Background: an optimization exercise with open tools, aiming at small area. Do not read the settings as production practice.
The RTL was checked by simulation tests, not by an equivalence proof against the original design.
Power and IR drop assume default switching activity.

==> inputs of wip/quartz <==
## ELEVATOR_TOP
module ELEVATOR_TOP (
    input CLK,
    input RST_N,
    input BTN_OPEN,
    input BTN_CLOSE,
    input EMG_STOP,
    input UART_RXD,
    input BTN_TX_STOP,
    output UART_TXD,
    output [6:0] HEX0,
    output [6:0] HEX1,
    output [6:0] HEX2,
    output [6:0] HEX3,
    output [6:0] HEX4,
    output [6:0] HEX5,
    output [6:0] HEX6,
    output [6:0] HEX7,
    output MOTOR_UP,
    output MOTOR_DN,
    output DOOR_OPEN_DRV,
    output DOOR_CLOSE_DRV
);
    wire [4:0] floor_w;
    wire up_w, dn_w;
    wire [1:0] tens_w;
    wire [3:0] ones_w;
    wire btn_open_db, btn_close_db, btn_emg_db, tx_stop_db;
    debouncer db_open   (.CLK(CLK), .RST_N(RST_N), .btn_in(~BTN_OPEN),    .btn_out(btn_open_db));
    debouncer db_close  (.CLK(CLK), .RST_N(RST_N), .btn_in(~BTN_CLOSE),   .btn_out(btn_close_db));
    debouncer db_emg    (.CLK(CLK), .RST_N(RST_N), .btn_in(~EMG_STOP),    .btn_out(btn_emg_db));
    debouncer db_txstop (.CLK(CLK), .RST_N(RST_N), .btn_in(~BTN_TX_STOP), .btn_out(tx_stop_db));
    elevator_controller i_controller (
        .CLK(CLK), .RST_N(RST_N),
        .BTN_OPEN_db(btn_open_db), .BTN_CLOSE_db(btn_close_db), .EMG_STOP(btn_emg_db),
        .UART_RX(UART_RXD), .TX_temp_stop_db(tx_stop_db), .UART_TX(UART_TXD),
        .MOTOR_UP(MOTOR_UP), .MOTOR_DN(MOTOR_DN),
        .DOOR_OPEN_DRV(DOOR_OPEN_DRV), .DOOR_CLOSE_DRV(DOOR_CLOSE_DRV),
        .o_floor(floor_w), .o_up(up_w), .o_dn(dn_w),
        .i_tens(tens_w), .i_ones(ones_w)
    );
    elevator_display_controller i_display (
        .floor_idx(floor_w), .up(up_w), .dn(dn_w),
        .tens_o(tens_w), .ones_o(ones_w),
  ...
==> flow/config.mk <==
export PLATFORM = sky130hd
export DESIGN_NAME = ELEVATOR_TOP
export DESIGN_NICKNAME = ELEVATOR_TOP
export VERILOG_FILES = /design/flow/design.v
export SDC_FILE = /design/flow/constraint.sdc
export NUM_CORES = 4
export LEC_CHECK = 0
export CAP_MARGIN = 20
export CORE_MARGIN = 2
export CORE_UTILIZATION = 60
export SLEW_MARGIN = 20
==> flow/constraint.sdc <==
create_clock -name core_clock -period 25.0 [get_ports {CLK}]
set_input_delay 5.0000 -clock core_clock [delete_from_list [all_inputs] [get_ports {CLK}]]
set_output_delay 5.0000 -clock core_clock [all_outputs]
set_load 0.01 [all_outputs]
standard.sh (not shown) runs the stock make flow with config.mk's settings and CLKGATE_MAP_FILE= SYNTH_SCRIPT=/design/flow/synth_recipe.tcl, a recipe that flattens the netlist after the stock synthesis.
==> flow/flow/run.sh <==
#!/bin/bash
# Own layout flow: the standard synthesis, then an area-oriented re-map of
# the combinational logic (registers untouched), then the standard layout
# with the port buffers made from the smallest buffer cell.
set -euo pipefail
HERE=$(pwd)
R=$HERE/orfs/results/$FLOW_PLATFORM/ELEVATOR_TOP/base
YOSYS=yosys
[[ -x $FLOW_HOME/../tools/install/yosys/bin/yosys ]] && YOSYS=$FLOW_HOME/../tools/install/yosys/bin/yosys

bash standard.sh synth > $HERE/log_1_standard_synth.log 2>&1

cp $R/1_2_yosys.v $HERE/1_2_yosys_standard.v
export REMAP_LIB=$FLOW_HOME/platforms/sky130hd/lib/sky130_fd_sc_hd__tt_025C_1v80.lib
export REMAP_DONT_USE="$(make -s -C $FLOW_HOME DESIGN_CONFIG=$HERE/config.mk WORK_HOME=$HERE/orfs print-DONT_USE_CELLS 2>/dev/null | tail -1 | sed 's/^DONT_USE_CELLS: //')"
export REMAP_IN=$HERE/1_2_yosys_standard.v
# eight ABC runs (different deepsyn seeds), four at a time; keep the smallest netlist
for s in 1 2 3 4 5 6 7 8; do
  if (( s == 5 )); then wait; fi
  ( REMAP_OUT=$HERE/1_2_yosys_remap_$s.v REMAP_STAT=$HERE/remap_stat_$s.txt REMAP_SCRIPT=$HERE/flow/remap_$s.abc \
    $YOSYS -c $HERE/flow/remap.tcl > $HERE/log_2_remap_$s.log 2>&1 ) &
done
wait
best=""; besta=""
for s in 1 2 3 4 5 6 7 8; do
  a=$(grep "Chip area for module" $HERE/remap_stat_$s.txt 2>/dev/null | tail -1 | awk '{print $NF}')
  [[ -n "$a" && -s $HERE/1_2_yosys_remap_$s.v ]] || continue
  if [[ -z "$best" ]] || awk -v a="$a" -v b="$besta" 'BEGIN{exit !(a<b)}'; then best=$s; besta=$a; fi
done
[[ -n "$best" ]]
echo "remap: kept run $best, area $besta" > $HERE/remap_choice.txt
cp $HERE/1_2_yosys_remap_$best.v $R/1_2_yosys.v
touch $R/1_2_yosys.v

export BUFFER_PORTS_ARGS="-buffer_cell sky130_fd_sc_hd__buf_1"
# clock tree: small clock buffers, larger sink clusters, no dummy loads
export CTS_ARGS="$(cat $HERE/flow/cts_args.txt)"
bash standard.sh finish > $HERE/log_3_standard_layout.log 2>&1
==> flow/flow/remap.tcl <==
# Re-map the combinational logic of the standard synthesis netlist for area.
# Flip-flops and tie cells are kept as they are (same instances, names and
# cell types); only the gates between them are re-mapped by ABC.
yosys -import
set lib $::env(REMAP_LIB)
set dont_use {}
foreach c $::env(REMAP_DONT_USE) { lappend dont_use -dont_use $c }
read_liberty -ignore_miss_func $lib
read_verilog $::env(REMAP_IN)
hierarchy -top $::env(FLOW_TOP)
setattr -mod -set keep_hierarchy 1 sky130_fd_sc_hd__df* sky130_fd_sc_hd__edf* sky130_fd_sc_hd__sdf* sky130_fd_sc_hd__dl* sky130_fd_sc_hd__conb_1
flatten
opt_clean
select $::env(FLOW_TOP)
abc -liberty $lib {*}$dont_use -script $::env(REMAP_SCRIPT)
splitnets
opt_clean -purge
hilomap -singleton -hicell sky130_fd_sc_hd__conb_1 HI -locell sky130_fd_sc_hd__conb_1 LO
insbuf -buf sky130_fd_sc_hd__buf_1 A X
opt_clean -purge
tee -o $::env(REMAP_STAT) stat -liberty $lib
write_verilog -noattr -nohex -nodec -selected $::env(REMAP_OUT)
==> flow/flow/remap_1.abc <==
strash
&get -n
&deepsyn -I 1 -J 10 -S 1
&put
strash
&get -n
&st
&dch -f
&nf -a -R 1000
&put
strash
&get -n
&st
&dch -f
&nf -a -R 1000
&put
strash
&get -n
&st
&dch -f
&nf -a -R 1000
&put
strash
&get -n
&st
&dch -f
&nf -a -R 1000
&put
strash
&get -n
&st
&dch -f
&nf -a -R 1000
&put
strash
&get -n
&st
&dch -f
&nf -a -R 1000
&put
strash
&get -n
&st
&dch -f
&nf -a -R 1000
&put
strash
&get -n
&st
&dch -f
&nf -a -R 1000
&put
topo
==> flow/flow/remap_2.abc <==
strash
&get -n
&deepsyn -I 1 -J 10 -S 2
&put
strash
&get -n
&st
&dch -f
&nf -a -R 1000
&put
strash
&get -n
&st
&dch -f
&nf -a -R 1000
&put
strash
&get -n
&st
&dch -f
&nf -a -R 1000
&put
strash
&get -n
&st
&dch -f
&nf -a -R 1000
&put
strash
&get -n
&st
&dch -f
&nf -a -R 1000
&put
strash
&get -n
&st
&dch -f
&nf -a -R 1000
&put
strash
&get -n
&st
&dch -f
&nf -a -R 1000
&put
strash
&get -n
&st
&dch -f
&nf -a -R 1000
&put
topo
==> flow/flow/remap_3.abc <==
strash
&get -n
&deepsyn -I 1 -J 10 -S 3
&put
strash
&get -n
&st
&dch -f
&nf -a -R 1000
&put
strash
&get -n
&st
&dch -f
&nf -a -R 1000
&put
strash
&get -n
&st
&dch -f
&nf -a -R 1000
&put
strash
&get -n
&st
&dch -f
&nf -a -R 1000
&put
strash
&get -n
&st
&dch -f
&nf -a -R 1000
&put
strash
&get -n
&st
&dch -f
&nf -a -R 1000
&put
strash
&get -n
&st
&dch -f
&nf -a -R 1000
&put
strash
&get -n
&st
&dch -f
&nf -a -R 1000
&put
topo
==> flow/flow/remap_4.abc <==
strash
&get -n
&deepsyn -I 1 -J 10 -S 4
&put
strash
&get -n
&st
&dch -f
&nf -a -R 1000
&put
strash
&get -n
&st
&dch -f
&nf -a -R 1000
&put
strash
&get -n
&st
&dch -f
&nf -a -R 1000
&put
strash
&get -n
&st
&dch -f
&nf -a -R 1000
&put
strash
&get -n
&st
&dch -f
&nf -a -R 1000
&put
strash
&get -n
&st
&dch -f
&nf -a -R 1000
&put
strash
&get -n
&st
&dch -f
&nf -a -R 1000
&put
strash
&get -n
&st
&dch -f
&nf -a -R 1000
&put
topo
==> flow/flow/remap_5.abc <==
strash
&get -n
&deepsyn -I 1 -J 10 -S 5
&put
strash
&get -n
&st
&dch -f
&nf -a -R 1000
&put
strash
&get -n
&st
&dch -f
&nf -a -R 1000
&put
strash
&get -n
&st
&dch -f
&nf -a -R 1000
&put
strash
&get -n
&st
&dch -f
&nf -a -R 1000
&put
strash
&get -n
&st
&dch -f
&nf -a -R 1000
&put
strash
&get -n
&st
&dch -f
&nf -a -R 1000
&put
strash
&get -n
&st
&dch -f
&nf -a -R 1000
&put
strash
&get -n
&st
&dch -f
&nf -a -R 1000
&put
topo
==> flow/flow/remap_6.abc <==
strash
&get -n
&deepsyn -I 1 -J 10 -S 6
&put
strash
&get -n
&st
&dch -f
&nf -a -R 1000
&put
strash
&get -n
&st
&dch -f
&nf -a -R 1000
&put
strash
&get -n
&st
&dch -f
&nf -a -R 1000
&put
strash
&get -n
&st
&dch -f
&nf -a -R 1000
&put
strash
&get -n
&st
&dch -f
&nf -a -R 1000
&put
strash
&get -n
&st
&dch -f
&nf -a -R 1000
&put
strash
&get -n
&st
&dch -f
&nf -a -R 1000
&put
strash
&get -n
&st
&dch -f
&nf -a -R 1000
&put
topo
==> flow/flow/remap_7.abc <==
strash
&get -n
&deepsyn -I 1 -J 10 -S 7
&put
strash
&get -n
&st
&dch -f
&nf -a -R 1000
&put
strash
&get -n
&st
&dch -f
&nf -a -R 1000
&put
strash
&get -n
&st
&dch -f
&nf -a -R 1000
&put
strash
&get -n
&st
&dch -f
&nf -a -R 1000
&put
strash
&get -n
&st
&dch -f
&nf -a -R 1000
&put
strash
&get -n
&st
&dch -f
&nf -a -R 1000
&put
strash
&get -n
&st
&dch -f
&nf -a -R 1000
&put
strash
&get -n
&st
&dch -f
&nf -a -R 1000
&put
topo
==> flow/flow/remap_8.abc <==
strash
&get -n
&deepsyn -I 1 -J 10 -S 8
&put
strash
&get -n
&st
&dch -f
&nf -a -R 1000
&put
strash
&get -n
&st
&dch -f
&nf -a -R 1000
&put
strash
&get -n
&st
&dch -f
&nf -a -R 1000
&put
strash
&get -n
&st
&dch -f
&nf -a -R 1000
&put
strash
&get -n
&st
&dch -f
&nf -a -R 1000
&put
strash
&get -n
&st
&dch -f
&nf -a -R 1000
&put
strash
&get -n
&st
&dch -f
&nf -a -R 1000
&put
strash
&get -n
&st
&dch -f
&nf -a -R 1000
&put
topo
Other scripts of this flow, unchanged in this note and not shown: flow/flow/cts_args.txt
==> inputs of wip/violet, as changes to wip/quartz <==
==> flow/flow/run.sh (replaced) <==
#!/bin/bash
# Own layout flow: the standard synthesis, then an area-oriented re-map of
# the combinational logic (registers untouched), then the standard layout
# with the port buffers made from the smallest buffer cell.
set -euo pipefail
HERE=$(pwd)
R=$HERE/orfs/results/$FLOW_PLATFORM/ELEVATOR_TOP/base
YOSYS=yosys
[[ -x $FLOW_HOME/../tools/install/yosys/bin/yosys ]] && YOSYS=$FLOW_HOME/../tools/install/yosys/bin/yosys

bash standard.sh synth > $HERE/log_1_standard_synth.log 2>&1

cp $R/1_2_yosys.v $HERE/1_2_yosys_standard.v
export REMAP_LIB=$FLOW_HOME/platforms/sky130hd/lib/sky130_fd_sc_hd__tt_025C_1v80.lib
export REMAP_DONT_USE="$(make -s -C $FLOW_HOME DESIGN_CONFIG=$HERE/config.mk WORK_HOME=$HERE/orfs print-DONT_USE_CELLS 2>/dev/null | tail -1 | sed 's/^DONT_USE_CELLS: //')"
export REMAP_IN=$HERE/1_2_yosys_standard.v
export REMAP_OUT=$HERE/1_2_yosys_remap.v
export REMAP_STAT=$HERE/remap_stat.txt
export REMAP_SCRIPT=$HERE/flow/remap.abc
$YOSYS -c $HERE/flow/remap.tcl > $HERE/log_2_remap.log 2>&1
cp $REMAP_OUT $R/1_2_yosys.v
touch $R/1_2_yosys.v

export BUFFER_PORTS_ARGS="-buffer_cell sky130_fd_sc_hd__buf_1"
# clock tree: small clock buffers, larger sink clusters, no dummy loads
export CTS_ARGS="$(cat $HERE/flow/cts_args.txt)"
bash standard.sh finish > $HERE/log_3_standard_layout.log 2>&1
==> flow/flow/remap.abc (new file) <==
strash
ifraig
scorr
dc2
strash
&get -n
&st
&dch -f
&nf -a -R 1000
&put
topo
Settings changed: CORE_UTILIZATION 60 to 40.
removed: flow/flow/remap_1.abc
removed: flow/flow/remap_2.abc
removed: flow/flow/remap_3.abc
removed: flow/flow/remap_4.abc
removed: flow/flow/remap_5.abc
removed: flow/flow/remap_6.abc
removed: flow/flow/remap_7.abc
removed: flow/flow/remap_8.abc
==> qor summary <==
Reported net switching power: wip/quartz 0.0002070 W; wip/violet 0.0002188 W
Slew at the pin closest to its max-slew limit: wip/quartz 1168 ps; wip/violet 1016 ps
Sequential share of cell area: wip/quartz 0.4506; wip/violet 0.4207
Height of the chip: wip/quartz 141.7 um; wip/violet 177.6 um
Lkg Pwr: wip/quartz 5.103 nW; wip/violet 5.173 nW
Result of the run: wip/quartz no timing/DRC/antenna violations; wip/violet no timing/DRC/antenna violations
Multi-input logic area: wip/quartz 5652 sq um; wip/violet 6351 sq um
Capturing point of the worst reg2reg path: wip/quartz i_controller.hu[8]; wip/violet i_controller.hu[10]
Clock buffer and inverter area fraction after layout: wip/quartz 0.01921; wip/violet 0.01899
Number of standard cells in the final layout excluding fillers: wip/quartz 1618; wip/violet 1931
Critical Path Fanout Max: wip/quartz 16; wip/violet 44
Number of multi-input combinational cells: wip/quartz 1041; wip/violet 1199
Routed metal-1 wirelength: wip/quartz 14.59 mm; wip/violet 16.98 mm
Cell with the largest stage delay on the worst path: wip/quartz dfrtp_1; wip/violet nor2_1
Relative area of non-clock buffer cells in the final design: wip/quartz 0.03247; wip/violet 0.02647
Worst hold slack: wip/quartz 355.6 ps; wip/violet 349.8 ps
Power Density: wip/quartz 58.19 nW/um^2; wip/violet 56.00 nW/um^2
Worst reg2reg path depth: wip/quartz 25; wip/violet 35
Minimum setup slack in the final design: wip/quartz 16300 ps; wip/violet 15290 ps
Well-Tap Cells: wip/quartz 234; wip/violet 390
Worst max-slew margin expressed relative to the limit: wip/quartz 0.2173; wip/violet 0.3162
Number of logic inverters in the finished layout: wip/quartz 31; wip/violet 33
Clk power: wip/quartz 0.000171 W; wip/violet 0.000178 W
GR Layer Usage met3: wip/quartz 0.06277; wip/violet 0.03856
F_max: wip/quartz 0.1149 GHz; wip/violet 0.1030 GHz
Netlist area before placement: wip/quartz 11370 sq um; wip/violet 12050 sq um
Layout Cell Area excl Fill: wip/quartz 12180 sq um; wip/violet 13040 sq um

==> port drivers added, routing unchanged <==
How much do the figures lean on ideal ports? The routed layouts below were timed once more, with nothing changed but the port constraints. Step 1 assumes that a clkbuf_16 drives the clock port and a buf_2 every other input. Step 2 adds t to the input delays and takes it off the output delays; t is the mean of the earliest and latest rising clock arrival at the registers after step 1. Input paths then give back, and output paths get back, about the clock's delay inside the block. Slacks: ideal / step 1 / step 2; pairs: ideal / step 1.
run | t (ns) | slack for setup (ns) | worst setup path at the end | slew at the worst register clock pin (ns) | worst slew at a driven data input, ns
wip/quartz | 0.573 | 16.299 / 16.250 / 16.823 | register to output | 0.11 / 0.11 | 0.03
wip/violet | 0.552 | 15.294 / 15.247 / 15.799 | register to output | 0.11 / 0.11 | 0.03
After both steps every run listed still meets setup and hold.
